Context: an optimization exercise on an open-source flow, tuned for small area and a short achievable clock period. The choices shown serve that exercise and are no tape-out recipe. RTL that was checked went through simulation tests only; none was proved equivalent to the original. No functional check of the RTL was part of runs 1 to 5. Power and IR drop assume default switching activity.

==> flow/config.mk <==
export PLATFORM = sky130hd
export DESIGN_NAME = fifo_sync
export DESIGN_NICKNAME = fifo_sync
export VERILOG_FILES = /design/flow/design.v
export SDC_FILE = /design/flow/constraint.sdc
export NUM_CORES = 4
export LEC_CHECK = 0
export CAP_MARGIN = 20
export CORE_MARGIN = 2
export CORE_UTILIZATION = 55
export SETUP_SLACK_MARGIN = 1.9
export SLEW_MARGIN = 20
==> flow/run.sh <==
#!/bin/bash
# synth_recipe.tcl (not shown) runs the flow's synth.tcl, then flattens the netlist and writes it again
# the make line also repeats each setting of config.mk as NAME=value (left out here)
make -C /OpenROAD-flow-scripts/flow DESIGN_CONFIG=/design/flow/config.mk WORK_HOME=/design/flow/orfs CLKGATE_MAP_FILE= SYNTH_SCRIPT=/design/flow/synth_recipe.tcl finish
==> flow/design.v <==
module fifo_sync #(
  parameter int WIDTH = 32,
  parameter int DEPTH = 16
)(
  input  logic              clk,
  input  logic              rst_n,
  input  logic              in_valid,
  output logic              in_ready,
  input  logic [WIDTH-1:0]  in_data,
  output logic              out_valid,
  input  logic              out_ready,
  output logic [WIDTH-1:0]  out_data,
  output logic              full,
  output logic              empty,
  output logic [$clog2(DEPTH+1)-1:0] count
);
  localparam int CW = $clog2(DEPTH+1);
  localparam int NS = DEPTH - 1;           
  logic [WIDTH-1:0] mem [NS];
  logic [WIDTH-1:0] head;
  logic [NS-1:0]    woh;                   
  logic             woh_n0;                
  logic [NS-1:1]    woh_hi;
  assign woh = {woh_hi, ~woh_n0};
  logic [NS-1:0]    roh;                   
  logic             roh_n0;                
  logic [NS-1:1]    roh_hi;
  assign roh = {roh_hi, ~roh_n0};
  logic [CW-1:0]    cnt;
  logic             full_r, vld_r, ge2_r;   
  logic push, pop, ram_push, ram_pop, head_en;
  assign push     = in_valid & ~full_r;
  assign pop      = out_ready & vld_r;
  assign ram_push = push & vld_r & ~(~ge2_r & out_ready);
  assign ram_pop  = out_ready & ge2_r;
  assign head_en  = ~vld_r | out_ready;
  logic [NS-1:0] wsel, rsel;
  assign wsel = woh & {NS{~full_r}};
  assign rsel = roh & {NS{ge2_r}};
  for (genvar g = 0; g < NS; g++) begin : slot
    logic [WIDTH-1:0] q;
    always_ff @(posedge clk) begin
      if (wsel[g]) q <= in_data;
    end
    assign mem[g] = q;
  end
  logic [WIDTH-1:0] head_d;
  always_comb begin
    head_d = {WIDTH{~ge2_r}} & in_data;
    for (int i = 0; i < NS; i++)
      head_d = head_d | ({WIDTH{rsel[i]}} & mem[i]);
  end
  always_ff @(posedge clk) begin
    if (head_en) head <= head_d;
  end
  always_ff @(posedge clk or negedge rst_n) begin
    if (!rst_n) begin
      woh_n0 <= 1'b0;
      woh_hi <= '0;
      roh_n0 <= 1'b0;
      roh_hi <= '0;
    end else begin
      if (ram_push) begin
        woh_n0 <= ~woh[NS-1];
        woh_hi <= woh[NS-2:0];
      end
      if (ram_pop) begin
        roh_n0 <= ~roh[NS-1];
        roh_hi <= roh[NS-2:0];
      end
    end
  end
  logic [CW-1:0] cnt_inc, cnt_dec, cnt_d;
  logic          is1, is15, ge3;
  assign cnt_inc = cnt + 1'b1;
  assign cnt_dec = cnt - 1'b1;
  assign is1     = (cnt == 1);
  assign is15    = (cnt == DEPTH - 1);
  assign ge3     = (cnt >= 3);
  logic full_d, vld_d, ge2_d;
  always_comb begin
    cnt_d  = cnt;
    full_d = full_r;
    vld_d  = vld_r;
    ge2_d  = ge2_r;
    if (push & ~pop) begin
      cnt_d  = cnt_inc;
      full_d = is15;
      vld_d  = 1'b1;
      ge2_d  = vld_r;
    end else if (pop & ~push) begin
      cnt_d  = cnt_dec;
      full_d = 1'b0;
      vld_d  = ~is1;
      ge2_d  = ge3;
    end
  end
  always_ff @(posedge clk or negedge rst_n) begin
    if (!rst_n) begin
      cnt    <= '0;
      full_r <= 1'b0;
      vld_r  <= 1'b0;
      ge2_r  <= 1'b0;
    end else begin
      cnt    <= cnt_d;
      full_r <= full_d;
      vld_r  <= vld_d;
      ge2_r  <= ge2_d;
    end
  end
  assign out_data  = head;
  assign count     = cnt;
  assign full      = full_r;
  assign empty     = ~vld_r;
  assign in_ready  = ~full_r;
  assign out_valid = vld_r;
endmodule
==> flow/constraint.sdc <==
create_clock -name core_clock -period 3.8 [get_ports {clk}]
set_input_delay 0.7600 -clock core_clock [delete_from_list [all_inputs] [get_ports {clk}]]
set_output_delay 0.7600 -clock core_clock [all_outputs]
set_load 0.01 [all_outputs]
==> reports/summary.txt, run 1 <==
fillers - 2491
gr usage total - 26.95%
final hold viol count - 0
syn_nets - 1107
ratio of cells with drive above 1 in the final layout - 19.97%
CTS tree - yes
CTS root buf - clkbuf_16
Initial Util - 56.21%
VDD IR max - 398.7 uV
clk sink count - 550
global route total overflow - 0
multi-input logic area - 3563 um2
TritonCTS Buffers - 54
setup TNS - 0 ns
Nets - 1231
Syn Std Cell Area - 20090 um2
syn avg cell area - 18.85 um2
# Max-Cap Violations - 0
clk slew on worst S/H paths - 0.06 ns
FP Rows - 69
Ys Warns - 2
max_slew headroom - 37.90%
die area - 38070 um2
post-route minimum period - 2.014 ns
Worst path slowest cell - dfrtp_1
Max Clk Rate - 0.4966 GHz
DRT Pass-1 Iters - 4
largest net degree at the start of global routing - 49
Crit path required time - 3.04 ns
Core Box Area - 35740 um2
first-pass GRT wire length - 73.71 mm
CP top delay family - flip-flops
Clock Tree Buf Depth - 3
Final Util - 65.49%
dpl cells - 1566
Layout Cells excl Fill - 1693
post-route ant nets - 0
Via density - 6.429
Final Max Slew Viols - 0
endpoints failing setup - 0
Placer Congestion - 0.7569
number of global-route vias before repair - 11.00k
Lkg Pwr - 0.007718 uW
most used cell, CP - buf_6
WP buf/inv - 3
Yosys cell types - 34
Detailed Route Iter0 Violations - 976
overall power - 15400 uW
slowest stage delay, CP - 0.40 ns
total detailed-routing wirelength - 50.49 mm
Top Ports - 77
Worst-Skew Late Latency - 0.59 ns
via count - 10.89k
Layout Skew - 0.01400 ns
Power Density - 657.7 nW/um2
worst path cell trace - buf_6, inv_4, buf_6
Layout area overhead - 16.52%
# DRC - 0
wire per inst - 29.82 um
CP max FO - 3
Setup crit end kind - primary output
Hold/Removal Path Class - primary input to asynchronous set/reset pin
FF/Latch Area - 16380 um2
die height - 195.1 um
Hold Buf Count CTS - 0
HPWL reported at the end of detailed placement - 25.58 mm
critical path class - flop to primary output
initial antenna violation count - 0
PortBufs - 76
Seq cells post-synth - 550
CP Launch Type - flop
outcome - no timing/DRC/antenna violations
Die X - 195.1 um
Worst Tran Pin Value - 0.9316 ns
CTS H-tree depth - 2
sequential area share after synthesis - 81.27%
RSZ-0062 raised after global routing - yes
Cells after Synth - 1066
Worst Path Arrival - 1.25 ns
Tcrit/Tclk final - 52.99%
ant diodes - 0
-- final timing paths --
path / from / depth (start not counted) / slack [ns] / to
max: vld_r / 3 / 1.79 / empty
max in group asynchronous: rst_n / 1 / 2.79 / roh_hi[13]
min in group core_clock: roh_n0 / 1 / 0.49 / roh_hi[1]
min reg2reg: roh_n0 / 1 / 0.49 / roh_hi[1]
max reg2reg: roh_hi[13] / 4 / 1.91 / head[11]
min: rst_n / 1 / 0.32 / woh_hi[8]
-- kinds of logic after synthesis --
| kind of cell | share of synthesized area [%] |
|---|---|
| compound gates | 11.70 |
| fa+ha+maj | 0.3114 |
| simple gates | 3.071 |
| mux | 1.663 |
| xor+xnor | 0.1744 |
| flops | 81.27 |
| buf+inv | 1.812 |
-- metal layers --
metal,vias to the layer above,share of wire (%),GRT usage [%]
li1,4686,-,-
met1,5684,42,37.91
met2,442,48,44.23
met3,73,7.3,4.767
met4,0,2.1,6.983
met5,-,0,0
-- flip-flops by register name (all words and copies together), names as in the netlist --
name / cells
head: 32
full_r: 1
woh_hi: 14
roh_n0: 1
cnt: 5
roh_hi: 14
ge2_r: 1
slot.q: 480
woh_n0: 1
vld_r: 1
-- metrics by stage --
step	cell area, um2	worst slack [ns]	hold slack [ns]
global placement	21490	1.259	0.4693
CTS	23270	1.620	0.3200
detailed placement	21490	1.257	0.4824
finish	23410	1.786	0.3169
global route	23410	1.748	0.3685
floorplan	20160	1.430	0.4332
-- layout by cell type (no fill, tap or decap), types with 3 or more instances in the layout --
master,netlist,final
clkbuf_1,22,21
dfrtp_1,38,18
ha_1,5,4
buf_12,0,8
clkinv_1,0,13
a221oi_1,64,60
nor2_1,35,33
nand2_1,7,7
a22oi_1,99,99
buf_2,48,33
inv_1,8,6
clkbuf_16,0,55
edfxtp_1,512,512
clkdlybuf4s50_1,0,33
a21boi_0,32,32
dfrtp_4,0,13
a22o_1,64,64
dfrtp_2,0,7
and2b_4,0,3
a31oi_1,32,32
a221oi_2,0,4
mux2_2,27,27
nor2b_4,0,10
mux2i_1,3,3
and4_1,32,32
buf_4,0,43
o21ai_0,5,5
clkbuf_8,0,4
buf_6,1,18
-- what timing repair did --
| item | CTS | global route |
|---|---|---|
| buffers inserted | 19 | 9 |
| endpoints found under the hold margin | 0 | 0 |
| gates resized for setup | 211 | 18 |
| setup endpoints to repair | 371 | 102 |
| cloned | 1 | 0 |
-- layout make-up --
cell class              count  area share, %
inverters                   8         0.1390
well taps                 461          2.464
multi-input cells         438          15.22
clock inverters            18         0.5452
flip-flops and latches    550          69.99
repair buffers            138          5.185
clock buffers              80          6.452
-- power breakdown --
part           internal (uW)  switching [uW]  leakage, uW
combinational           1230            1580      0.00187
clock                   2860            2130     0.000792
sequential              6890             708      0.00505
-- synth_stat cells, drive strengths merged --
cell    count  area share (%)
nand4       1           0.031
inv         8            0.15
nor3b       2           0.075
a21o        1           0.037
nor2       35            0.65
a22o       64             2.8
a22oi      99             3.7
a31oi      32             1.0
and2b       5            0.19
a21oi       2           0.068
edfxtp    512              77
xnor2       2           0.087
and3        1           0.031
xor2        2           0.087
a221oi     64             2.8
buf        49             1.3
a21boi     32             1.2
nor2b      10            0.32
nand3       1           0.050
ha          5            0.31
mux2       27             1.5
nor4b       1           0.044
clkbuf     22            0.41
dfrtp      38             4.7
nand2       8            0.16
or4         1           0.056
and4       32             1.4
o21ai       5            0.12
nand2b      2           0.062
mux2i       3            0.15
==> inputs of run 2 (changes only) <==
--- a/flow/config.mk
+++ b/flow/config.mk
@@ -9,4 +9,6 @@
 export CORE_MARGIN = 2
 export CORE_UTILIZATION = 55
+export CTS_CLUSTER_DIAMETER = 100
+export CTS_CLUSTER_SIZE = 24
 export SETUP_SLACK_MARGIN = 1.9
 export SLEW_MARGIN = 20
==> run 2 against run 1 <==
Still clean. Combinational power up 2%. Maximum frequency up 0.36%. Synthesized area unchanged. Die area unchanged. Critical path depth unchanged. Highest routed layer unchanged.
==> reports/summary.txt, run 2 <==
CTS H-tree depth - 1 (-1)
Syn Std Cell Area - 20090 um2 (unchanged)
DRT Pass-1 Iters - 5 (+1)
slowest stage delay, CP - 0.41 ns (about the same)
most frequent cells in the layout - edfxtp_1 (512), a22oi_1 (99), a22o_1 (64)
post-route minimum period - 2.007 ns (-0.007200 ns)
ratio of cells with drive above 1 in the final layout - 18.18% (-1.8 points)
Reg with most FFs - slot.q
largest family of logic cells by synthesized area - compound AO/OA/AOI/OAI gates
syn_nets - 1107 (unchanged)
PortBufs - 76 (unchanged)
Core Box Area - 35740 um2 (unchanged)
Yosys cell types - 34 (unchanged)
EDFF count, synth - 512 (unchanged)
TritonCTS Buffers - 26 (-52%)
Crit path required time - 3.04 ns (about the same)
Commonest cells post-synth - edfxtp_1 (512), a22oi_1 (99), a221oi_1 (64), a22o_1 (64), buf_2 (48)
Worst Path Arrival - 1.25 ns (about the same)
global route total overflow - 0 (unchanged)
Clock Tree Buf Depth - 3 (unchanged)
post-route ant nets - 0 (unchanged)
endpoints failing setup - 0 (unchanged)
Largest register FFs - 480 (unchanged)
Synth Area in XOR/XNOR - 0.1744% (unchanged)
total detailed-routing wirelength - 49.71 mm (-1.5%)
setup TNS - 0 ns (unchanged)
largest net degree at the start of global routing - 49 (unchanged)
CTS tree - yes
# Max-Cap Violations - 0 (unchanged)
Setup crit end kind - primary output
most used cell, CP - buf_6
Final Max Slew Viols - 0 (unchanged)
Layout Skew - 0.01587 ns (+0.001875 ns)
Post-synth ARST share - 6.909% (unchanged)
gr usage total - 26.26% (-0.69 points)
Die X - 195.1 um (unchanged)
Adder-Cell Fraction of Synth Area - 0.3114% (unchanged)
Initial Util - 56.21% (unchanged)
overall power - 13550 uW (-12%)
fillers - 2566 (+3.0%)
clk sink count - 550 (unchanged)
Via density - 6.535 (+1.6%)
Synth top area share - 76.53% (unchanged)
R2R cell count - 7 (+3)
biggest registers after layout - slot.q x480, head x32
Nets - 1209 (-1.8%)
Detailed Route Iter0 Violations - 1029 (+5.4%)
Synth Area in Compound Gates - 11.70% (unchanged)
Tcrit/Tclk final - 52.81% (-0.19 points)
max_slew headroom - 37.81% (-0.085 points)
mux contribution to synthesized area - 1.663% (unchanged)
Power Density - 598.4 nW/um2 (-9.0%)
Main synth FF type - edfxtp_1
wire per inst - 30.15 um (+1.1%)
VDD IR max - 408.4 uV (+2.4%)
syn avg cell area - 18.85 um2 (unchanged)
Hold/Removal Path Class - primary input to asynchronous set/reset pin
most common cell in the netlist - edfxtp_1
commonest non-fill, non-tap cell in the layout - edfxtp_1
via count - 10.78k (-1.0%)
first-pass GRT wire length - 72.55 mm (-1.6%)
Synth Area in Simple Gates - 3.071% (unchanged)
CP max FO - 2 (-1)
RSZ-0062 raised after global routing - yes
Placer Congestion - 0.7569 (unchanged)
worst path cell trace - buf_6, inv_4, buf_6
CTS root buf - clkbuf_16
clk slew on worst S/H paths - 0.09 ns (+0.03 ns)
Ys Warns - 2 (unchanged)
Cells after Synth - 1066 (unchanged)
Top Ports - 77 (unchanged)
HPWL reported at the end of detailed placement - 25.58 mm (unchanged)
Worst path slowest cell - dfrtp_1
Hold Buf Count CTS - 0 (unchanged)
Place WS - 1.257 ns (unchanged)
ant diodes - 0 (unchanged)
area leader, netlist - edfxtp_1
FP Rows - 69 (unchanged)
# DRC - 0 (unchanged)
final worst slack - 1.793 ns (+0.007200 ns)
Layout area overhead - 12.71%
die area - 38070 um2 (unchanged)
die height - 195.1 um (unchanged)
Worst Tran Pin Value - 0.9328 ns (+0.001278 ns)
Worst-Skew Late Latency - 0.58 ns (about the same)
Lkg Pwr - 0.007333 uW (-5.0%)
Seq cells post-synth - 550 (unchanged)
outcome - no timing/DRC/antenna violations
CP Launch Type - flop
Synth area leaders - edfxtp_1 (77%), dfrtp_1 (4.7%), a22oi_1 (3.7%)
Max Clk Rate - 0.4984 GHz (+0.36%)
initial antenna violation count - 0 (unchanged)
sequential area share after synthesis - 81.27% (unchanged)
critical path class - flop to primary output
final hold viol count - 0 (unchanged)
number of global-route vias before repair - 10.77k (-2.1%)
[run 2: what timing repair did]
action | CTS | global route
resized for setup | 214 | 27
pin swaps | 0 | 0
setup buffers | 23 | 11
setup endpoints to repair | 372 | 105
gates cloned | 1 | 0
[run 2: area by class of cell]
cell class | instances | area (um2) | share of cell area, %
clock buffer | 48 | 764.5 | 3.376
inverter | 8 | 32.53 | 0.1437
multi-input combinational | 438 | 3562 | 15.73
sequential | 550 | 16380 | 72.36
tap | 461 | 576.8 | 2.548
timing repair buffer | 144 | 1321 | 5.836
[run 2: worst max-delay path: cells and delay by family, from the launching register on]
kind / cells / cell delay, ns
buffers and inverters: 3 / 0.27
DFF: 1 / 0.41
[run 2: routing by layer]
metal	global-route usage [%]	up-vias	part of all wire, %
li1	-	4609	-
met1	38.02	5711	43
met2	43.81	394	49
met3	2.625	62	5.8
met4	6.107	0	2.2
met5	0	-	0
[run 2: path summary, 6_finish.rpt]
path	endpoint	slack, ns	from
worst min-delay path	woh_hi[6]	0.33	rst_n
max in group asynchronous	roh_hi[3]	2.79	rst_n
worst max-delay path	empty	1.79	vld_r
min in group core_clock	roh_hi[1]	0.49	roh_n0
worst min register to register	roh_hi[1]	0.49	roh_n0
worst max register to register	cnt[3]	1.89	full_r
[run 2: cell families after synthesis]
group	count (synthesis)
simple gates	99
compound gates	299
flops	550
xor+xnor	4
fa+ha+maj	5
buf+inv	79
mux	30
[run 2: metrics by stage]
stage	instance area, um2	util (%)	hold WS, ns	instances
2_1_floorplan	20160	-	0.4332	1066
3_3_place_gp	21490	60.12	0.4693	1566
3_5_place_dp	21490	60.12	0.4824	1566
4_1_cts	22450	62.81	0.3350	1638
5_1_grt	22640	63.35	0.3697	1649
6_report	22640	63.35	0.3260	1649
[run 2: power breakdown]
part | internal [uW] | total (uW) | switching, uW | leakage (uW)
combinational | 1250 | 2860 | 1610 | 0.00192
clock | 1370 | 3130 | 1770 | 0.000364
sequential | 6880 | 7550 | 677 | 0.00505
total | 9490 | 13500 | 4060 | 0.00733
==> inputs of run 3 (changes only) <==
--- a/flow/config.mk
+++ b/flow/config.mk
@@ -9,6 +9,6 @@
 export CORE_MARGIN = 2
 export CORE_UTILIZATION = 55
-export CTS_CLUSTER_DIAMETER = 100
-export CTS_CLUSTER_SIZE = 24
+export CTS_CLUSTER_DIAMETER = 80
+export CTS_CLUSTER_SIZE = 30
 export SETUP_SLACK_MARGIN = 1.9
 export SLEW_MARGIN = 20
==> run 3 against run 2 <==
Still clean on timing, DRC and antenna. Synthesized cell count unchanged. First-iteration DRC count increased by 7.1%. Critical path depth unchanged. Count of clock-buffer cells in the layout decreased by 13. Die area unchanged. Maximum frequency decreased by 0.83%. Cell area decreased by 0.43%. Clock skew increased by 0.014 ns. Routed wire length decreased by 0.20%. Critical path type unchanged.
==> reports/summary.txt, run 3 <==
CTS tree - yes
Final Util - 63.08% (-0.27 points)
Place WS - 1.257 ns (unchanged)
syn_nets - 1107 (unchanged)
Cells after Synth - 1066 (unchanged)
biggest registers after layout - slot.q x480, head x32
most frequent cells in the layout - edfxtp_1 (512), a22oi_1 (99), a22o_1 (64)
Nets - 1200 (-0.74%)
# DRC - 0 (unchanged)
Detailed Route Iter0 Violations - 1102 (+7.1%)
Commonest cells post-synth - edfxtp_1 (512), a22oi_1 (99), a221oi_1 (64), a22o_1 (64), buf_2 (48)
final worst slack - 1.777 ns (-0.01685 ns)
clk slew on worst S/H paths - 0.11 ns (+0.02 ns)
Tcrit/Tclk final - 53.25% (+0.44 points)
post-route minimum period - 2.023 ns (+0.01685 ns)
dpl cells - 1566 (unchanged)
Synth area leaders - edfxtp_1 (77%), dfrtp_1 (4.7%), a22oi_1 (3.7%)
sequential area share after synthesis - 81.27% (unchanged)
Worst Path Arrival - 1.26 ns (about the same)
endpoints failing setup - 0 (unchanged)
CP Launch Type - flop
Worst-Skew Late Latency - 0.57 ns (about the same)
Syn Std Cell Area - 20090 um2 (unchanged)
initial antenna violation count - 1 (+1)
Crit path required time - 3.04 ns (about the same)
critical path class - flop to primary output
CTS root buf - clkbuf_16
most common cell in the netlist - edfxtp_1
via count - 10.79k (+0.10%)
RSZ-0062 raised after global routing - yes
Core Box Area - 35740 um2 (unchanged)
Layout Cells excl Fill - 1638 (-0.67%)
Post-synth ARST share - 6.909% (unchanged)
Lkg Pwr - 0.007291 uW (-0.57%)
global route total overflow - 0 (unchanged)
largest net degree at the start of global routing - 49 (unchanged)
Top Ports - 77 (unchanged)
Synth top area share - 76.53% (unchanged)
Placer Congestion - 0.7569 (unchanged)
PortBufs - 76 (unchanged)
Main synth FF type - edfxtp_1
DRT Pass-1 Iters - 5 (unchanged)
commonest non-fill, non-tap cell in the layout - edfxtp_1
Via density - 6.585 (+0.77%)
Yosys cell types - 34 (unchanged)
Clock Tree Buf Depth - 3 (unchanged)
FP Rows - 69 (unchanged)
Layout area overhead - 12.23%
# Max-Cap Violations - 0 (unchanged)
Reg with most FFs - slot.q
Die X - 195.1 um (unchanged)
max_slew headroom - 38.57% (+0.76 points)
Max Clk Rate - 0.4942 GHz (-0.83%)
Largest register FFs - 480 (unchanged)
Seq cells post-synth - 550 (unchanged)
TritonCTS Buffers - 24 (-7.7%)
outcome - no timing/DRC/antenna violations
post-route ant nets - 0 (unchanged)
Setup crit end kind - primary output
Layout Skew - 0.02996 ns (+0.01408 ns)
die height - 195.1 um (unchanged)
CTS H-tree depth - 1 (unchanged)
syn avg cell area - 18.85 um2 (unchanged)
ant diodes - 0 (unchanged)
Ys Warns - 2 (unchanged)
CP max FO - 2 (unchanged)
EDFF count, synth - 512 (unchanged)
gr usage total - 26.23% (-0.037 points)
Hold Buf Count CTS - 0 (unchanged)
final hold viol count - 0 (unchanged)
Hold/Removal Path Class - primary input to asynchronous set/reset pin
total detailed-routing wirelength - 49.62 mm (-0.20%)
Initial Util - 56.21% (unchanged)
number of global-route vias before repair - 10.68k (-0.84%)
Worst Tran Pin Value - 0.9214 ns (-0.01142 ns)
first-pass GRT wire length - 72.45 mm (-0.13%)
HPWL reported at the end of detailed placement - 25.58 mm (unchanged)
wire per inst - 30.29 um (+0.47%)
overall power - 13510 uW (-0.27%)
ratio of cells with drive above 1 in the final layout - 18.27% (+0.085 points)
area leader, netlist - edfxtp_1
die area - 38070 um2 (unchanged)
VDD IR max - 351.4 uV (-14%)
Final Max Slew Viols - 0 (unchanged)
Power Density - 599.3 nW/um2 (+0.15%)
clk sink count - 550 (unchanged)
setup TNS - 0 ns (unchanged)
==> run 3: cell counts after synthesis <==
Identical to the previous run, type by type.
==> run 3: final timing paths <==
kind                            startpoint   endpoint  slack (ns)  depth (start not counted)
worst max-delay path                 vld_r      empty        1.78                          3
worst min-delay path                 rst_n     cnt[2]        0.31                          1
worst max register to register  roh_hi[13]   head[11]        1.89                          4
worst min register to register      roh_n0  roh_hi[1]        0.49                          1
max in group asynchronous            rst_n  roh_hi[1]        2.78                          1
min in group core_clock             roh_n0  roh_hi[1]        0.49                          1
==> run 3: area by class of cell <==
class,instances,area [um2]
flip-flops and latches,550,16380
fillers,2587,13200
multi-input cells,438,3562
repair buffers,137,1210
clock buffers,35,673.1
well taps,461,576.8
clock inverters,9,107.6
inverters,8,32.53
==> run 3: timing repair <==
item	CTS	global route
setup buffers	20	7
setup endpoints to repair	390	64
gates cloned	1	0
resized for setup	215	14
==> run 3: cells by family (layout without fill, tap and decap cells) <==
| kind of cell | after synthesis | in the layout | synth area share (%) |
|---|---|---|---|
| DFF | 550 | 550 | 81.27 |
| AOI/OAI and AO/OA | 299 | 299 | 11.70 |
| and+or+nand+nor | 99 | 100 | 3.071 |
| buffers and inverters | 79 | 189 | 1.812 |
| muxes | 30 | 30 | 1.663 |
| adders and majority gates | 5 | 5 | 0.3114 |
| xor gates and xnor gates | 4 | 4 | 0.1744 |
==> run 3: critical path, cell delays in order, from the launching register on <==
cell and delay (ns):
dfrtp_1 0.42, buf_6 0.14, inv_4 0.04, buf_6 0.09
==> run 3: per-stage QoR <==
stage	cell area [um2]	hold WS, ns
6_report	22550	0.3107
5_1_grt	22550	0.3689
4_1_cts	22430	0.3345
3_5_place_dp	21490	0.4824
3_3_place_gp	21490	0.4693
2_1_floorplan	20160	0.4332
==> run 3: where the power goes <==
part / leakage [uW] / internal (uW) / switching (uW)
combinational: 0.00187 / 1230 / 1570
clock: 0.000373 / 1300 / 1840
sequential: 0.00505 / 6870 / 705
total: 0.00729 / 9400 / 4110
==> run 3: metal layers <==
metal	up-vias	GRT usage (%)	wire length, um
li1	4587	-	-
met1	5725	38.34	21180
met2	411	43.62	24320
met3	64	2.470	3044
met4	0	5.739	1067
met5	-	0	0
==> inputs of run 4 (changes only) <==
--- a/flow/design.v
+++ b/flow/design.v
@@ -96,4 +96,18 @@
     end
   end
+  logic vld_o, nvld_o, full_o, nfull_o;
+  always_ff @(posedge clk or negedge rst_n) begin
+    if (!rst_n) begin
+      vld_o   <= 1'b0;
+      nvld_o  <= 1'b0;
+      full_o  <= 1'b0;
+      nfull_o <= 1'b0;
+    end else begin
+      vld_o   <= push | (vld_r & ~(pop & is1));
+      nvld_o  <= push ? 1'b1 : (pop ? ~is1 : vld_r);
+      full_o  <= ~pop & (full_r | (push & is15));
+      nfull_o <= pop ? 1'b0 : (push ? is15 : full_r);
+    end
+  end
   always_ff @(posedge clk or negedge rst_n) begin
     if (!rst_n) begin
@@ -111,7 +125,7 @@
   assign out_data  = head;
   assign count     = cnt;
-  assign full      = full_r;
-  assign empty     = ~vld_r;
-  assign in_ready  = ~full_r;
-  assign out_valid = vld_r;
+  assign full      = full_o;
+  assign empty     = ~nvld_o;
+  assign in_ready  = ~nfull_o;
+  assign out_valid = vld_o;
 endmodule
--- a/flow/config.mk
+++ b/flow/config.mk
@@ -8,7 +8,7 @@
 export CAP_MARGIN = 20
 export CORE_MARGIN = 2
-export CORE_UTILIZATION = 55
-export CTS_CLUSTER_DIAMETER = 80
-export CTS_CLUSTER_SIZE = 30
+export CORE_UTILIZATION = 68
+export CTS_CLUSTER_DIAMETER = 100
+export CTS_CLUSTER_SIZE = 24
 export SETUP_SLACK_MARGIN = 1.9
 export SLEW_MARGIN = 20
==> run 4 against run 3 <==
Worst hold slack gained 0.028 ns. Core utilization is 15 points higher. Clock power is 1% higher. Largest power group unchanged. Count of clock-buffer cells in the layout grew 13. Die area fell by 17%. Power increased by 42%. Worst setup slack better by 0.067 ns. Synthesized area increased by 2.4%. Cell area is 2.8% higher. Combinational power grew 120%. Clock skew is 0.0036 ns lower.
==> reports/summary.txt, run 4 <==
VDD IR max - 601.1 uV (+71%)
Via density - 6.885 (+4.5%)
clk slew on worst S/H paths - 0.09 ns (-0.02 ns)
max_slew headroom - 35.52% (-3.1 points)
Lkg Pwr - 0.007871 uW (+8.0%)
Worst-Skew Late Latency - 0.58 ns (about the same)
Synth top area share - 74.70% (-1.8 points)
EDFF count, synth - 512 (unchanged)
Reg with most FFs - slot.q
Placer Congestion - 0.7789 (+2.9%)
Nets - 1289 (+7.4%)
Final Max Slew Viols - 0 (unchanged)
CTS H-tree depth - 1 (unchanged)
slowest stage delay, CP - 0.45 ns (+0.03 ns)
sequential area share after synthesis - 79.81% (-1.5 points)
global route total overflow - 0 (unchanged)
worst path cell trace - buf_2
Initial Util - 69.26% (+13 points)
Critical Path Stages - 1 (-2)
Cells after Synth - 1109 (+4.0%)
Largest register FFs - 480 (unchanged)
syn avg cell area - 18.56 um2 (-1.5%)
ratio of cells with drive above 1 in the final layout - 21.43% (+3.2 points)
Hold/Removal Path Class - primary input to asynchronous set/reset pin
# DRC - 0 (unchanged)
Syn Std Cell Area - 20580 um2 (+2.4%)
first-pass GRT wire length - 72.80 mm (+0.48%)
Ys Warns - 2 (unchanged)
Seq cells post-synth - 554 (+0.73%)
number of global-route vias before repair - 11.15k (+4.4%)
clk sink count - 554 (+0.73%)
RSZ-0062 raised after global routing - yes
Core Box Area - 29720 um2 (-17%)
CTS root buf - clkbuf_16
HPWL reported at the end of detailed placement - 25.75 mm (+0.65%)
Setup crit end kind - primary output
Final Util - 78.00% (+15 points)
setup TNS - 0 ns (unchanged)
overall power - 19230 uW (+42%)
Layout Skew - 0.02633 ns (-0.003629 ns)
# Max-Cap Violations - 0 (unchanged)
TritonCTS Buffers - 27 (+13%)
PortBufs - 76 (unchanged)
dpl cells - 1545 (-1.3%)
Clock Tree Buf Depth - 3 (unchanged)
Main synth FF type - edfxtp_1
largest net degree at the start of global routing - 43 (-12%)
final hold slack - 0.3388 ns (+0.02809 ns)
DRT Pass-1 Iters - 5 (unchanged)
syn_nets - 1150 (+3.9%)
Tcrit/Tclk final - 51.48% (-1.8 points)
post-route ant nets - 0 (unchanged)
via count - 11.44k (+6.0%)
CP Launch Type - flop
final hold viol count - 0 (unchanged)
gr usage total - 32.70% (+6.5 points)
Max Clk Rate - 0.5112 GHz (+3.4%)
initial antenna violation count - 1 (unchanged)
critical path class - flop to primary output
Commonest cells post-synth - edfxtp_1 (512), a22o_1 (71), a22oi_1 (54), a221oi_1 (49), nor2b_1 (46)
WP buf/inv - 1 (-2)
Synth area leaders - edfxtp_1 (75%), dfrtp_1 (5.1%), a22o_1 (3.0%)
R2R cell count - 5 (+1)
Post-synth ARST share - 7.581% (+0.67 points)
CTS tree - yes
Top Ports - 77 (unchanged)
die height - 178.0 um (-8.8%)
Yosys cell types - 42 (+24%)
outcome - no timing/DRC/antenna violations
wire per inst - 30.24 um (-0.17%)
Layout Cells excl Fill - 1661 (+1.4%)
most common cell in the netlist - edfxtp_1
die area - 31670 um2 (-17%)
Power Density - 829.5 nW/um2 (+38%)
total detailed-routing wirelength - 50.23 mm (+1.2%)
CP max FO - 1 (-1)
biggest registers after layout - slot.q x480, head x32
Worst Tran Pin Value - 0.9672 ns (+0.04581 ns)
Worst path slowest cell - edfxtp_1
post-route minimum period - 1.956 ns (-0.06734 ns)
Layout area overhead - 12.62%
FP Rows - 63 (-8.7%)
CP top delay family - flip-flops
endpoints failing setup - 0 (unchanged)
commonest non-fill, non-tap cell in the layout - edfxtp_1
Detailed Route Iter0 Violations - 1684 (+53%)
most frequent cells in the layout - edfxtp_1 (512), buf_4 (80), a22o_1 (71)
Worst Path Arrival - 1.20 ns (-0.06 ns)
area leader, netlist - edfxtp_1
Crit path required time - 3.04 ns (about the same)
Die X - 178.0 um (-8.8%)
run 4: cell types whose count changed after synthesis, sizes merged, moves of 29 or more:
| cell | delta |
|---|---|
| nand2 | +33 |
| a22oi | -42 |
| nor2b | +37 |
| a21oi | +29 |
| nand3 | +33 |
| a21boi | -32 |
| and4 | -32 |
run 4: logic make-up (layout without fill, tap and decap cells):
group           Yosys count  in the layout  share of synthesized area, %
other cells               0              2                             0
xor+xnor                  4              4                        0.1703
compound gates          275            275                         11.30
buf+inv                  78            236                         2.499
flops                   554            554                         79.81
simple gates            166            168                         4.341
fa+ha+maj                 5              5                        0.3040
mux                      27             27                         1.581
run 4: report_power, final:
group,internal (uW),switching [uW]
Sequential,8980,792
Combinational,2340,3940
Clock,1370,1800
Total,12700,6530
run 4: path summary, 6_finish.rpt:
check	from	endpoint	slack (ns)
max	head[17]	out_data[17]	1.84
min	rst_n	cnt[3]	0.34
max reg2reg	roh_hi[8]	head[18]	1.95
min reg2reg	woh_hi[14]	woh_n0	0.51
max in group asynchronous	rst_n	roh_hi[1]	2.75
min in group core_clock	woh_hi[14]	woh_n0	0.51
run 4: cell type report:
| type | instances | area, um2 |
|---|---|---|
| clock buffer | 48 | 754.5 |
| clock inverter | 2 | 38.79 |
| inverter | 6 | 22.52 |
| antenna | 2 | 5.005 |
| tap | 390 | 488.0 |
| timing repair buffer | 180 | 1554 |
| fill | 1662 | 6539 |
| sequential | 554 | 16480 |
| multi-input combinational | 479 | 3839 |
run 4: what timing repair did:
action,4_1_cts,5_1_grt
pin swaps,1,3
gates resized for setup,186,21
cloned,2,0
hold buffers,0,0
setup buffers,50,12
setup endpoints to repair,355,142
run 4: per-stage QoR:
step	worst slack (ns)	instance area, um2
after detailed placement	1.160	21790
final	1.844	23180
after CTS	1.557	22980
after global placement	1.194	21790
after floorplan	1.440	20650
after global routing	1.832	23180
run 4: layer usage:
layer,GRT usage [%],up-vias,share of wire (%)
met5,0,-,0.026
met4,9.597,2,3.2
met3,6.564,116,11
met2,51.58,664,47
met1,47.38,5851,38
li1,-,4803,-
==> inputs of run 5 (changes only) <==
--- a/flow/config.mk
+++ b/flow/config.mk
@@ -8,5 +8,5 @@
 export CAP_MARGIN = 20
 export CORE_MARGIN = 2
-export CORE_UTILIZATION = 68
+export CORE_UTILIZATION = 55
 export CTS_CLUSTER_DIAMETER = 100
 export CTS_CLUSTER_SIZE = 24
==> run 5 against run 4 <==
Still clean on timing, DRC and antenna. Sequential share of layout area barely moved. Cell area increased by 0.14%. Flip-flop and latch count is the same. Count of clock-buffer cells in the layout down 11. Register-to-register slack gained 0.03 ns. Critical path depth unchanged. Core utilization shrank 15 points. Worst hold slack got worse by 0.018 ns. Combinational power increased by 1%. Worst setup slack got worse by 0.032 ns. Clock skew is 0.0023 ns higher. Largest power group unchanged.
==> reports/summary.txt, run 5 <==
outcome - no timing/DRC/antenna violations
Syn Std Cell Area - 20580 um2 (unchanged)
Tcrit/Tclk final - 52.31% (+0.83 points)
via count - 11.31k (-1.1%)
CP Launch Type - flop
clk slew on worst S/H paths - 0.10 ns (about the same)
setup TNS - 0 ns (unchanged)
Final Max Slew Viols - 0 (unchanged)
CP max FO - 1 (unchanged)
clk sink count - 554 (unchanged)
die area - 38980 um2 (+23%)
worst path cell trace - buf_2
Clock Tree Buf Depth - 3 (unchanged)
total detailed-routing wirelength - 54.64 mm (+8.8%)
DRT Pass-1 Iters - 5 (unchanged)
area leader, netlist - edfxtp_1
Worst Tran Pin Value - 0.9593 ns (-0.007942 ns)
post-route minimum period - 1.988 ns (+0.03162 ns)
Crit path required time - 3.04 ns (about the same)
Worst Path Arrival - 1.23 ns (+0.03 ns)
Power Density - 835.9 nW/um2 (+0.77%)
clock share of power - 16.2% (-0.3 points)
Seq pwr share - 51.0% (+0.2 points)
endpoints failing setup - 0 (unchanged)
sw frac - 34.66% (+0.71 points)
Main synth FF type - edfxtp_1
FP Rows - 70 (+11%)
Worst path slowest cell - edfxtp_1
Initial Util - 56.08% (-13 points)
CTS tree - yes
CTS H-tree depth - 1 (unchanged)
Commonest cells post-synth - edfxtp_1 (512), a22o_1 (71), a22oi_1 (54), a221oi_1 (49), nor2b_1 (46)
sequential area share after synthesis - 79.81% (unchanged)
Comb pwr share - 32.8% (about the same)
Setup crit end kind - primary output
Seq cells post-synth - 554 (unchanged)
Layout area overhead - 12.77%
most common cell in the netlist - edfxtp_1
RSZ-0062 raised after global routing - yes
WP buf/inv - 1 (unchanged)
ant diodes - 0 (-2)
HPWL reported at the end of detailed placement - 26.15 mm (+1.6%)
PortBufs - 76 (unchanged)
Hold/Removal Path Class - primary input to asynchronous set/reset pin
EDFF count, synth - 512 (unchanged)
Nets - 1277 (-0.93%)
ratio of cells with drive above 1 in the final layout - 20.96% (-0.47 points)
Design Area, Final - 23210 um2 (+0.14%)
Cells after Synth - 1109 (unchanged)
number of global-route vias before repair - 10.82k (-2.9%)
largest net degree at the start of global routing - 43 (unchanged)
Die X - 197.4 um (+11%)
multi-input logic area - 3815 um2 (-0.62%)
Hold Buf Count CTS - 0 (unchanged)
CP top delay family - flip-flops
post-route ant nets - 0 (unchanged)
die height - 197.4 um (+11%)
commonest non-fill, non-tap cell in the layout - edfxtp_1
initial antenna violation count - 0 (-1)
Core Box Area - 36700 um2 (+23%)
# Max-Cap Violations - 0 (unchanged)
Yosys cell types - 42 (unchanged)
Reg with most FFs - slot.q
Detailed Route Iter0 Violations - 1307 (-22%)
biggest registers after layout - slot.q x480, head x32
fillers - 2591 (+56%)
TritonCTS Buffers - 27 (unchanged)
Post-synth ARST share - 7.581% (unchanged)
Largest register FFs - 480 (unchanged)
Final Util - 63.25% (-15 points)
Lkg Pwr - 0.007800 uW (-0.90%)
critical path class - flop to primary output
wire per inst - 31.89 um (+5.5%)
Ys Warns - 2 (unchanged)
gr usage total - 28.37% (-4.3 points)
FF/Latch Area - 16490 um2 (about the same)
syn_nets - 1150 (unchanged)
P_sw - 6725 uW (+3.0%)
Synth top area share - 74.70% (unchanged)
VDD IR max - 915.1 uV (+52%)
slowest stage delay, CP - 0.48 ns (+0.03 ns)
syn avg cell area - 18.56 um2 (unchanged)
global route total overflow - 0 (unchanged)
most frequent cells in the layout - edfxtp_1 (512), a22o_1 (71), buf_4 (61)
Via density - 6.601 (-4.1%)
Layout Skew - 0.02859 ns (+0.002257 ns)
Synth area leaders - edfxtp_1 (75%), dfrtp_1 (5.1%), a22o_1 (3.0%)
final hold viol count - 0 (unchanged)
P_int - 12680 uW (-0.18%)
max_slew headroom - 36.05% (+0.53 points)
Area after DPL - 21870 um2 (+0.38%)
first-pass GRT wire length - 77.13 mm (+5.9%)
# DRC - 0 (unchanged)
Max Clk Rate - 0.5031 GHz (-1.6%)
Placer Congestion - 0.7427 (-4.6%)
CTS root buf - clkbuf_16
Worst-Skew Late Latency - 0.57 ns (about the same)
Top Ports - 77 (unchanged)
## run 5: cell count changes in the layout (fill, tap and decap cells not counted), moves of 3 or more
cell	before	now
buf_12	9	15
buf_2	41	38
buf_4	80	61
buf_6	9	14
clkbuf_1	21	10
dfrtp_1	25	22
dfrtp_4	12	16
## run 5: power by group through the flow
stage	registers (uW)	logic, uW	clock network [uW]
after floorplan	9590	3450	0
after global placement	10500	4900	0
after detailed placement	10600	4940	0
after CTS	9910	6180	3180
after global routing	10000	6730	3380
final	9890	6370	3150
## run 5: routing by layer
metal  GRT usage [%]  up-vias  wire, um  part of all wire, %
li1                -     4768         -                    -
met1           40.64     5917     22110                   40
met2           46.48      547     26590                   49
met3           4.371       76      4625                  8.5
met4           6.711        0      1311                  2.4
met5               0        -         0                    0
## run 5: cell type report
class                   count  area share, %
repair buffers            169          6.690
inverters                   6        0.09703
multi-input cells         478          16.44
clock buffers              37          3.073
well taps                 468          2.523
clock inverters             1         0.1294
flip-flops and latches    554          71.05
## run 5: repair_timing
action	in CTS	in global routing
pin swaps	1	0
gates cloned	1	0
endpoints found under the setup margin	476	56
hold endpoints to repair	0	0
setup buffers	44	12
resized for setup	199	13
## run 5: per-stage QoR
| step | instances | power (uW) | hold WS (ns) | setup slack (ns) |
|---|---|---|---|---|
| after floorplan | 1109 | 13040 | 0.4452 | 1.440 |
| after detailed placement | 1618 | 15500 | 0.5057 | 1.161 |
| after global placement | 1618 | 15410 | 0.4847 | 1.183 |
| after CTS | 1701 | 19260 | 0.3559 | 1.744 |
| final | 1713 | 19400 | 0.3207 | 1.812 |
| after global routing | 1713 | 20140 | 0.3797 | 1.800 |
## run 5: cells by family (layout without fill, tap and decap cells)
family,count (synthesis),after routing,share of synthesized area (%)
AO/OA/AOI/OAI,275,275,11.30
XOR/XNOR,4,4,0.1703
AND/OR/NAND/NOR,166,167,4.341
multiplexers,27,27,1.581
buffers and inverters,78,213,2.499
flip-flops,554,554,79.81
adder cells (fa/ha/maj),5,5,0.3040
## run 5: final timing paths
path	startpoint	slack (ns)	endpoint	cells past startpoint
max	head[18]	1.81	out_data[18]	1
min	rst_n	0.32	cnt[2]	1
max reg2reg	full_r	1.98	slot[4].q[21]	3
min reg2reg	woh_hi[14]	0.52	woh_n0	1
max in group asynchronous	rst_n	2.77	roh_n0	1
min in group core_clock	woh_hi[14]	0.52	woh_n0	1
==> inputs of run 6 (changes only) <==
--- a/flow/design.v
+++ b/flow/design.v
@@ -47,10 +47,11 @@
   logic [WIDTH-1:0] head_d;
   always_comb begin
-    head_d = {WIDTH{~ge2_r}} & in_data;
+    head_d = ({WIDTH{~head_en}} & head) |
+             ({WIDTH{head_en & ~ge2_r}} & in_data);
     for (int i = 0; i < NS; i++)
-      head_d = head_d | ({WIDTH{rsel[i]}} & mem[i]);
+      head_d = head_d | ({WIDTH{head_en & rsel[i]}} & mem[i]);
   end
   always_ff @(posedge clk) begin
-    if (head_en) head <= head_d;
+    head <= head_d;
   end
   always_ff @(posedge clk or negedge rst_n) begin
--- a/flow/config.mk
+++ b/flow/config.mk
@@ -8,5 +8,5 @@
 export CAP_MARGIN = 20
 export CORE_MARGIN = 2
-export CORE_UTILIZATION = 55
+export CORE_UTILIZATION = 70
 export CTS_CLUSTER_DIAMETER = 100
 export CTS_CLUSTER_SIZE = 24
==> run 6 against run 5 <==
Sequential power about the same. Cell area decreased by 2.2%. First-iteration DRC count increased by 29%. Synthesized area decreased by 1.6%. Clock power about the same.
==> reports/summary.txt, run 6 <==
outcome - no timing/DRC/antenna violations
Commonest cells post-synth - edfxtp_1 (480), a22oi_1 (146), nand2_1 (122), clkbuf_1 (54), o21ai_0 (51)
Clock Tree Buf Depth - 3 (unchanged)
CP Launch Type - flop
TritonCTS Buffers - 27 (unchanged)
syn_nets - 1238 (+7.7%)
Crit path required time - 4.26 ns (+1.22 ns)
Top Ports - 77 (unchanged)
FF/Latch Area - 16190 um2 (-1.8%)
Layout Skew - 0.02199 ns (-0.006600 ns)
Ys Warns - 2 (unchanged)
Synth Area in Simple Gates - 5.276% (+0.94 points)
via count - 11.92k (+5.4%)
clk sink count - 554 (unchanged)
most frequent cells in the layout - edfxtp_1 (480), a22oi_1 (146), nand2_1 (121)
most common cell in the netlist - edfxtp_1
die height - 174.1 um (-12%)
mux contribution to synthesized area - 1.495% (-0.086 points)
biggest registers after layout - slot.q x480, head x32
RSZ-0062 raised after global routing - yes
Hold Buf Count CTS - 0 (unchanged)
area leader, netlist - edfxtp_1
ratio of cells with drive above 1 in the final layout - 19.89% (-1.1 points)
Hold/Removal Path Class - primary input to asynchronous set/reset pin
Max Clk Rate - 0.5125 GHz (+1.9%)
# DRC - 0 (unchanged)
EDFF count, synth - 480 (-6.3%)
endpoints failing setup - 0 (unchanged)
die area - 30310 um2 (-22%)
Detailed Route Iter0 Violations - 1684 (+29%)
Adder-Cell Fraction of Synth Area - 0.3089% (+0.0049 points)
CTS H-tree depth - 1 (unchanged)
Layout area overhead - 12.04%
Seq cells post-synth - 554 (unchanged)
syn avg cell area - 16.92 um2 (-8.8%)
Synth Area in XOR/XNOR - 0.1730% (+0.0028 points)
Final Max Slew Viols - 0 (unchanged)
largest net degree at the start of global routing - 43 (unchanged)
Design Area, Final - 22690 um2 (-2.2%)
Cells after Synth - 1197 (+7.9%)
wire per inst - 30.07 um (-5.7%)
setup TNS - 0 ns (unchanged)
clk slew on worst S/H paths - 0.09 ns (about the same)
Yosys cell types - 44 (+4.8%)
CTS root buf - clkbuf_16
largest family of logic cells by synthesized area - compound AO/OA/AOI/OAI gates
Largest register FFs - 480 (unchanged)
overall power - 18900 uW (-2.6%)
post-route ant nets - 0 (unchanged)
final hold viol count - 0 (unchanged)
Initial Util - 70.75% (+15 points)
VDD IR max - 773.5 uV (-15%)
Core Box Area - 28630 um2 (-22%)
Main synth FF type - edfxtp_1
Tcrit/Tclk final - 51.34% (-0.96 points)
gr usage total - 33.86% (+5.5 points)
Synth Area in Compound Gates - 11.22% (-0.076 points)
Die X - 174.1 um (-12%)
ant diodes - 0 (unchanged)
Lkg Pwr - 0.007895 uW (+1.2%)
sequential area share after synthesis - 79.53% (-0.28 points)
multi-input logic area - 3938 um2 (+3.2%)
Nets - 1342 (+5.1%)
global route total overflow - 0 (unchanged)
Worst Tran Pin Value - 1.039 ns (+0.07968 ns)
critical path class - flop to flop
PortBufs - 76 (unchanged)
Via density - 6.985 (+5.8%)
Worst-Skew Late Latency - 0.57 ns (about the same)
Area after DPL - 21540 um2 (-1.5%)
# Max-Cap Violations - 0 (unchanged)
Worst Path Arrival - 2.41 ns (+1.18 ns)
Post-synth ARST share - 7.581% (unchanged)
Setup crit end kind - flop
CP max FO - 22 (+21)
Reg with most FFs - slot.q
number of global-route vias before repair - 11.60k (+7.2%)
initial antenna violation count - 2 (+2)
FP Rows - 62 (-11%)
total detailed-routing wirelength - 51.30 mm (-6.1%)
HPWL reported at the end of detailed placement - 26.63 mm (+1.8%)
first-pass GRT wire length - 74.14 mm (-3.9%)
Syn Std Cell Area - 20250 um2 (-1.6%)
post-route minimum period - 1.951 ns (-0.03664 ns)
commonest non-fill, non-tap cell in the layout - edfxtp_1
Synth area leaders - edfxtp_1 (71%), a22oi_1 (5.4%), dfrtp_1 (5.2%)
Power Density - 832.9 nW/um2 (-0.36%)
max_slew headroom - 30.42% (-5.6 points)
CTS tree - yes
Synth top area share - 71.17% (-3.5 points)
DRT Pass-1 Iters - 7 (+2)
Placer Congestion - 0.7716 (+3.9%)
fillers - 1550 (-40%)
[run 6: power breakdown]
| part | internal, uW | leakage (uW) | total, uW | switching, uW |
|---|---|---|---|---|
| registers | 8950 | 0.00532 | 10000 | 1090 |
| logic | 1970 | 0.00220 | 5690 | 3720 |
| clock network | 1370 | 0.000373 | 3180 | 1800 |
[run 6: path summary, 6_finish.rpt]
check / start / end / slack [ns] / cells past startpoint
hold / removal: rst_n / cnt[3] / 0.33 / 1
min in group core_clock: head[9] / head[9] / 0.45 / 2
hold reg to reg: head[9] / head[9] / 0.45 / 2
max in group asynchronous: rst_n / roh_hi[3] / 2.75 / 1
setup / recovery: roh_hi[7] / head[4] / 1.85 / 4
setup reg to reg: roh_hi[7] / head[4] / 1.85 / 4
[run 6: area by class of cell]
cell class                 count  share of cell area (%)
inverter                       7                  0.1323
multi-input combinational    559                   17.35
clock buffer                  48                   3.325
sequential                   554                   71.36
timing repair buffer         152                   5.536
tap                          384                   2.117
clock inverter                 2                  0.1709
[run 6: what timing repair did]
action | 4_1_cts | 5_1_grt
pin swaps | 1 | 0
setup buffers | 27 | 10
resized for setup | 219 | 18
endpoints found under the setup margin | 299 | 43
cloned | 0 | 3
[run 6: per-layer routing]
layer | GRT usage (%) | vias up | wire length, um
met5 | 0 | - | 29
met4 | 12.57 | 4 | 2220
met3 | 5.009 | 149 | 5481
met2 | 54.91 | 785 | 24800
met1 | 47.88 | 6014 | 18770
li1 | - | 4965 | -
[run 6: logic make-up (layout without fill, tap and decap cells)]
| kind of cell | after synthesis | after routing |
|---|---|---|
| XOR/XNOR | 4 | 4 |
| multiplexers | 27 | 27 |
| adder cells (fa/ha/maj) | 5 | 5 |
| flip-flops | 554 | 554 |
| AO/OA/AOI/OAI | 307 | 307 |
| AND/OR/NAND/NOR | 214 | 216 |
| buffers and inverters | 86 | 209 |
[run 6: critical path: stages, from the launching register on]
cell,delay [ns]
dfrtp_2,0.69
a22o_1,0.33
a221o_1,0.27
nor4_1,0.38
o21ai_0,0.16
[run 6: metrics by stage]
step	setup slack (ns)	hold slack, ns	util [%]	cells
floorplan	1.475	0.4444	-	1197
global placement	1.154	0.4355	75.23	1616
CTS	1.728	0.3545	78.75	1693
global route	1.856	0.3898	79.27	1706
detailed placement	1.105	0.4467	75.25	1616
finish	1.849	0.3335	79.27	1706
==> inputs of run 7 (changes only) <==
--- a/flow/config.mk
+++ b/flow/config.mk
@@ -8,7 +8,7 @@
 export CAP_MARGIN = 20
 export CORE_MARGIN = 2
-export CORE_UTILIZATION = 70
+export CORE_UTILIZATION = 55
 export CTS_CLUSTER_DIAMETER = 100
 export CTS_CLUSTER_SIZE = 24
-export SETUP_SLACK_MARGIN = 1.9
+export SETUP_SLACK_MARGIN = 2.05
 export SLEW_MARGIN = 20
==> run 7 against run 6 <==
Cell area increased by 5.2%. Critical path type is now flop to primary output. Synthesized cell count unchanged. Core utilization decreased by 14 points. Sequential power about the same. Routed wire length increased by 7.7%. Critical path depth decreased by 3. Highest routed layer is now met4.
==> reports/summary.txt, run 7 <==
outcome - no timing/DRC/antenna violations
final hold viol count - 0 (unchanged)
Synth top area share - 71.17% (unchanged)
CTS tree - yes
most common cell in the netlist - edfxtp_1
Post-synth ARST share - 7.581% (unchanged)
WP buf/inv - 1 (+1)
Main synth FF type - edfxtp_1
Adder-Cell Fraction of Synth Area - 0.3089% (unchanged)
CP max FO - 2 (-91%)
Core Box Area - 36430 um2 (+27%)
Placer Congestion - 0.7503 (-2.8%)
Layout Skew - 0.03168 ns (+0.009698 ns)
Worst-Skew Late Latency - 0.58 ns (about the same)
global route total overflow - 0 (unchanged)
Seq cells post-synth - 554 (unchanged)
EDFF count, synth - 480 (unchanged)
fillers - 2560 (+65%)
HPWL reported at the end of detailed placement - 27.14 mm (+1.9%)
Commonest cells post-synth - edfxtp_1 (480), a22oi_1 (146), nand2_1 (122), clkbuf_1 (54), o21ai_0 (51)
TritonCTS Buffers - 27 (unchanged)
Area after DPL - 21720 um2 (+0.82%)
VDD IR max - 973.2 uV (+26%)
Lkg Pwr - 0.008383 uW (+6.2%)
Final Max Slew Viols - 0 (unchanged)
Layout Cells excl Fill - 1847 (+8.3%)
# DRC - 0 (unchanged)
Via density - 6.394 (-8.5%)
number of global-route vias before repair - 11.31k (-2.5%)
M1 wire length - 23.32 mm (+24%)
post-route minimum period - 1.891 ns (-0.05974 ns)
metal3 WL - 4.332 mm (-21%)
initial antenna violation count - 0 (-2)
clk slew on worst S/H paths - 0.10 ns (about the same)
slowest stage delay, CP - 0.43 ns (-0.26 ns)
biggest registers after layout - slot.q x480, head x32
endpoints failing setup - 0 (unchanged)
critical path class - flop to primary output
CTS H-tree depth - 1 (unchanged)
most frequent cells in the layout - edfxtp_1 (480), a22oi_1 (144), nand2_1 (121)
worst path cell trace - buf_6
Nets - 1399 (+4.2%)
syn avg cell area - 16.92 um2 (unchanged)
Ys Warns - 2 (unchanged)
first-pass GRT wire length - 78.20 mm (+5.5%)
gr usage total - 28.75% (-5.1 points)
Hold Buf Count CTS - 0 (unchanged)
post-route ant nets - 0 (unchanged)
Cells after Synth - 1197 (unchanged)
Synth Area in XOR/XNOR - 0.1730% (unchanged)
die area - 38370 um2 (+27%)
setup TNS - 0 ns (unchanged)
Hold/Removal Path Class - primary input to asynchronous set/reset pin
area leader, netlist - edfxtp_1
Worst Tran Pin Value - 0.9413 ns (-0.09770 ns)
commonest non-fill, non-tap cell in the layout - edfxtp_1
overall power - 20190 uW (+6.8%)
PortBufs - 76 (unchanged)
largest net degree at the start of global routing - 43 (unchanged)
Crit path required time - 3.04 ns (-1.22 ns)
max_slew headroom - 37.25% (+6.8 points)
Synth Area in Simple Gates - 5.276% (unchanged)
Initial Util - 55.58% (-15 points)
largest family of logic cells by synthesized area - compound AO/OA/AOI/OAI gates
RSZ-0062 raised after global routing - yes
multi-input logic area - 4076 um2 (+3.5%)
Power Density - 845.7 nW/um2 (+1.5%)
Detailed Route Iter0 Violations - 1221 (-27%)
Top Ports - 77 (unchanged)
total detailed-routing wirelength - 55.25 mm (+7.7%)
via count - 11.81k (-0.90%)
CP top delay family - flip-flops
Synth Area in Compound Gates - 11.22% (unchanged)
ratio of cells with drive above 1 in the final layout - 24.38% (+4.5 points)
FP Rows - 70 (+13%)
DRT Pass-1 Iters - 5 (-2)
sequential area share after synthesis - 79.53% (unchanged)
Met2 Wirelength - 26.13 mm (+5.4%)
Largest register FFs - 480 (unchanged)
Setup crit end kind - primary output
Worst Path Arrival - 1.13 ns (-1.28 ns)
CP Launch Type - flop
die height - 195.9 um (+13%)
Synth area leaders - edfxtp_1 (71%), a22oi_1 (5.4%), dfrtp_1 (5.2%)
mux contribution to synthesized area - 1.495% (unchanged)
Worst path slowest cell - dfrtp_2
Design Area, Final - 23880 um2 (+5.2%)
Layout area overhead - 17.89%
Yosys cell types - 44 (unchanged)
highest routed layer - met4
Max Clk Rate - 0.5287 GHz (+3.2%)
Syn Std Cell Area - 20250 um2 (unchanged)
Reg with most FFs - slot.q
Tcrit/Tclk final - 49.77% (-1.6 points)
Die X - 195.9 um (+13%)
Clock Tree Buf Depth - 3 (unchanged)
# Max-Cap Violations - 0 (unchanged)
CTS root buf - clkbuf_16
clk sink count - 554 (unchanged)
FF/Latch Area - 16210 um2 (about the same)
dpl cells - 1706 (+5.6%)
syn_nets - 1238 (unchanged)
wire per inst - 29.91 um (-0.52%)
run 7: worst paths after layout:
path	start	end	slack, ns	depth (start not counted)
min in group core_clock	head[18]	head[18]	0.46	2
max	cnt[1]	count[1]	1.91	1
max in group asynchronous	rst_n	roh_hi[10]	2.80	1
min	rst_n	ge2_r	0.32	1
min reg2reg	head[18]	head[18]	0.46	2
max reg2reg	roh_hi[3]	head[19]	2.03	5
run 7: layer usage:
layer / vias to the layer above / track usage (%)
li1: 5094 / -
met1: 6186 / 40.88
met2: 455 / 45.41
met3: 75 / 5.845
met4: 0 / 8.866
met5: - / 0
run 7: area by class of cell:
cell class,count,area share (%)
Tap cell,468,2.453
Timing Repair Buffer,208,9.181
Clock buffer,48,3.160
Multi-Input combinational cell,560,17.07
Clock inverter,1,0.1258
Sequential cell,554,67.89
Inverter,7,0.1101
Antenna cell,1,0.01048
run 7: what timing repair did:
action | 4_1_cts | 5_1_grt
gates resized for setup | 283 | 56
endpoints found under the setup margin | 544 | 308
pin swaps | 14 | 23
cloned | 4 | 1
setup buffers | 66 | 20
run 7: cell families (layout without fill, tap and decap cells):
kind of cell | count (synthesis) | count (layout)
other | 0 | 1
adders and majority gates | 5 | 5
AOI/OAI and AO/OA | 307 | 307
and+or+nand+nor | 214 | 217
buffers and inverters | 86 | 264
muxes | 27 | 27
xor gates and xnor gates | 4 | 4
DFF | 554 | 554
run 7: power by group:
part | switching (uW) | leakage, uW | internal, uW
combinational | 4430 | 0.00269 | 2830
sequential | 761 | 0.00532 | 8960
clock | 1840 | 0.000369 | 1370
run 7: per-stage QoR:
stage	utilization, %	setup WS, ns	hold slack (ns)
final	65.53	1.909	0.3158
after global routing	65.52	1.868	0.3856
after CTS	64.33	1.740	0.3355
after detailed placement	59.60	1.129	0.4492
after global placement	59.60	1.201	0.4434
after floorplan	-	1.475	0.4444
==> inputs of run 8 (changes only) <==
--- a/flow/config.mk
+++ b/flow/config.mk
@@ -11,4 +11,4 @@
 export CTS_CLUSTER_DIAMETER = 100
 export CTS_CLUSTER_SIZE = 24
-export SETUP_SLACK_MARGIN = 2.05
+export SETUP_SLACK_MARGIN = 1.75
 export SLEW_MARGIN = 20
==> run 8 against run 7 <==
Maximum frequency shrank 6.0%. Highest routed layer unchanged. Register-to-register slack lost 0.23 ns. Power shrank 6.9%. Cell area shrank 4.4%. Count of clock-buffer cells in the layout shrank 2. Still clean on timing, DRC and antenna. Largest power group unchanged. Routed wire length shrank 7.9%.
==> reports/summary.txt, run 8 <==
outcome - no timing/DRC/antenna violations
total detailed-routing wirelength - 50.89 mm (-7.9%)
Yosys cell types - 44 (unchanged)
R2R Path End - head[2]
Layout Cells excl Fill - 1786 (-3.3%)
Die X - 195.9 um (unchanged)
mux contribution to synthesized area - 1.495% (unchanged)
Layout Skew - 0.02362 ns (-0.008064 ns)
Lkg Pwr - 0.007921 uW (-5.5%)
Cells after Synth - 1197 (unchanged)
HPWL reported at the end of detailed placement - 26.87 mm (-1.0%)
CTS root buf - clkbuf_16
final hold viol count - 0 (unchanged)
EDFF count, synth - 480 (unchanged)
endpoints failing setup - 0 (unchanged)
VDD IR max - 697.8 uV (-28%)
PortBufs - 76 (unchanged)
CTS tree - yes
# Max-Cap Violations - 0 (unchanged)
Ys Warns - 2 (unchanged)
Reg with most FFs - slot.q
Core Box Area - 36430 um2 (unchanged)
sequential area share after synthesis - 79.53% (unchanged)
number of global-route vias before repair - 11.22k (-0.85%)
via count - 11.28k (-4.5%)
Synth top area share - 71.17% (unchanged)
Design Area, Final - 22830 um2 (-4.4%)
RSZ-0062 raised after global routing - no
Largest register FFs - 480 (unchanged)
syn avg cell area - 16.92 um2 (unchanged)
Worst Tran Pin Value - 1.063 ns (+0.1213 ns)
Adder-Cell Fraction of Synth Area - 0.3089% (unchanged)
largest net degree at the start of global routing - 43 (unchanged)
Worst-Skew Late Latency - 0.58 ns (about the same)
CP max FO - 2 (unchanged)
Syn Std Cell Area - 20250 um2 (unchanged)
biggest registers after layout - slot.q x480, head x32
CP Launch Type - flop
post-route ant nets - 0 (unchanged)
slowest stage delay, CP - 0.41 ns (-0.02 ns)
area leader, netlist - edfxtp_1
TritonCTS Buffers - 27 (unchanged)
Seq cells post-synth - 554 (unchanged)
Nets - 1340 (-4.2%)
Tcrit/Tclk final - 52.93% (+3.2 points)
r2r setup slk - 1.80 ns (-0.23 ns)
setup TNS - 0 ns (unchanged)
commonest non-fill, non-tap cell in the layout - edfxtp_1
wire per inst - 28.49 um (-4.7%)
critical path class - flop to primary output
fillers - 2678 (+4.6%)
CTS H-tree depth - 1 (unchanged)
Placer Congestion - 0.7685 (+2.4%)
clk slew on worst S/H paths - 0.09 ns (about the same)
most common cell in the netlist - edfxtp_1
Setup crit end kind - primary output
FP Rows - 70 (unchanged)
Synth Area in Simple Gates - 5.276% (unchanged)
dpl cells - 1706 (unchanged)
ratio of cells with drive above 1 in the final layout - 14.58% (-9.8 points)
Worst path slowest cell - dfrtp_2
Main synth FF type - edfxtp_1
global route total overflow - 0 (unchanged)
Power Density - 823.5 nW/um2 (-2.6%)
gr usage total - 26.83% (-1.9 points)
die area - 38370 um2 (unchanged)
syn_nets - 1238 (unchanged)
Hold/Removal Path Class - primary input to asynchronous set/reset pin
most frequent cells in the layout - edfxtp_1 (480), a22oi_1 (146), nand2_1 (122)
clk sink count - 554 (unchanged)
worst path cell trace - dlygate4sd2_1
Via density - 6.315 (-1.2%)
R2R cell count - 5 (unchanged)
final hold slack - 0.3146 ns (-0.001252 ns)
Post-synth ARST share - 7.581% (unchanged)
Max Clk Rate - 0.4971 GHz (-6.0%)
post-route minimum period - 2.012 ns (+0.1202 ns)
# DRC - 0 (unchanged)
first-pass GRT wire length - 74.35 mm (-4.9%)
Detailed Route Iter0 Violations - 1148 (-6.0%)
Hold Buf Count CTS - 0 (unchanged)
Final Max Slew Viols - 0 (unchanged)
Critical R2R Launch - roh_hi[10]
Synth Area in Compound Gates - 11.22% (unchanged)
largest family of logic cells by synthesized area - compound AO/OA/AOI/OAI gates
max_slew headroom - 29.16% (-8.1 points)
Initial Util - 55.58% (unchanged)
Layout area overhead - 12.72%
die height - 195.9 um (unchanged)
Clock Tree Buf Depth - 3 (unchanged)
Synth area leaders - edfxtp_1 (71%), a22oi_1 (5.4%), dfrtp_1 (5.2%)
WP buf/inv - 1 (unchanged)
Commonest cells post-synth - edfxtp_1 (480), a22oi_1 (146), nand2_1 (122), clkbuf_1 (54), o21ai_0 (51)
Area after DPL - 21700 um2 (about the same)
Worst Path Arrival - 1.25 ns (+0.12 ns)
Synth Area in XOR/XNOR - 0.1730% (unchanged)
Crit path required time - 3.04 ns (about the same)
overall power - 18800 uW (-6.9%)
CP top delay family - flip-flops
DRT Pass-1 Iters - 7 (+2)
Top Ports - 77 (unchanged)
initial antenna violation count - 1 (+1)
[run 8: cell counts after synthesis]
No cell type changed its count.
[run 8: layout make-up]
class	count	area, um2	area share (%)
Clock buffer	46	747.0	3.272
Multi-Input combinational cell	557	3909	17.12
Clock inverter	1	30.03	0.1315
Inverter	7	26.28	0.1151
Timing Repair Buffer	152	1378	6.035
Sequential cell	554	16150	70.75
Tap cell	468	585.6	2.565
Antenna cell	1	2.502	0.01096
[run 8: how the worst max path moves through the flow]
| stage | endpoint | cells past startpoint | from | slack (ns) |
|---|---|---|---|---|
| 6_report | count[1] | 1 | cnt[1] | 1.79 |
| 3_5_place_dp | cnt[3] | 6 | out_ready | 1.14 |
| 5_1_grt | out_data[25] | 1 | head[25] | 1.75 |
| 4_1_cts | count[0] | 1 | cnt[0] | 1.55 |
| 2_1_floorplan | slot[10].q[0] | 2 | full_r | 1.27 |
| 3_3_place_gp | cnt[3] | 6 | out_ready | 1.13 |
[run 8: per-stage QoR]
step	utilization (%)	worst slack, ns
after floorplan	-	1.266
after global placement	59.55	1.130
after detailed placement	59.55	1.142
after CTS	62.31	1.555
after global routing	62.65	1.754
final	62.65	1.788
[run 8: cell families (layout without fill, tap and decap cells)]
| logic type | count (synthesis) | count (layout) |
|---|---|---|
| xor+xnor | 4 | 4 |
| buf+inv | 86 | 206 |
| other cells | 0 | 1 |
| fa+ha+maj | 5 | 5 |
| mux | 27 | 27 |
| simple gates | 214 | 214 |
| compound gates | 307 | 307 |
| flops | 554 | 554 |
[run 8: timing repair]
item,4_1_cts,5_1_grt
setup endpoints to repair,156,33
gates resized for setup,59,22
pin swaps,1,0
setup buffers,23,9
[run 8: report_power, final]
part,switching (uW),internal (uW)
Clock,1840,1360
Sequential,1140,8910
Combinational,3520,2030
[run 8: layer usage]
| metal | track usage (%) | share of wire (%) |
|---|---|---|
| met3 | 3.765 | 6.7 |
| met5 | 0 | 0 |
| met4 | 5.696 | 2.3 |
| met2 | 44.43 | 48 |
| met1 | 38.59 | 43 |

what the ideal ports hide:
In the flow no input, the clock included, has a driving cell. The finished layouts below were timed again as built, in two steps. Step 1, drivers: a clkbuf_16 drives clk and a buf_2 each remaining input, both assumed. Step 2, shift: input delay + t, output delay - t, t = (earliest + latest rising clock arrival at the registers) / 2. This alone moves slack from input paths to output paths. Slacks: ideal ports / drivers / drivers and shift; pairs: ideal ports / drivers.
run | shift t [ns] | setup slack, ns | cell pins on the clock port's net
run 1 | 0.643 | 1.786 / 1.731 / 1.380 | 1
run 2 | 0.623 | 1.793 / 1.736 / 1.420 | 1
run 3 | 0.613 | 1.777 / 1.722 / 1.337 | 1
run 4 | 0.610 | 1.844 / 1.797 / 1.394 | 1
run 5 | 0.611 | 1.812 / 1.759 / 1.413 | 1
run 6 | 0.621 | 1.849 / 1.849 / 1.369 | 1
run 7 | 0.627 | 1.909 / 1.850 / 1.588 | 1
run 8 | 0.623 | 1.788 / 1.736 / 1.341 | 1
After both steps setup and hold are still met in every run listed. For run 6, which loses most, drivers alone change the setup slack by 0.000 ns; drivers and shift together by -0.480 ns.
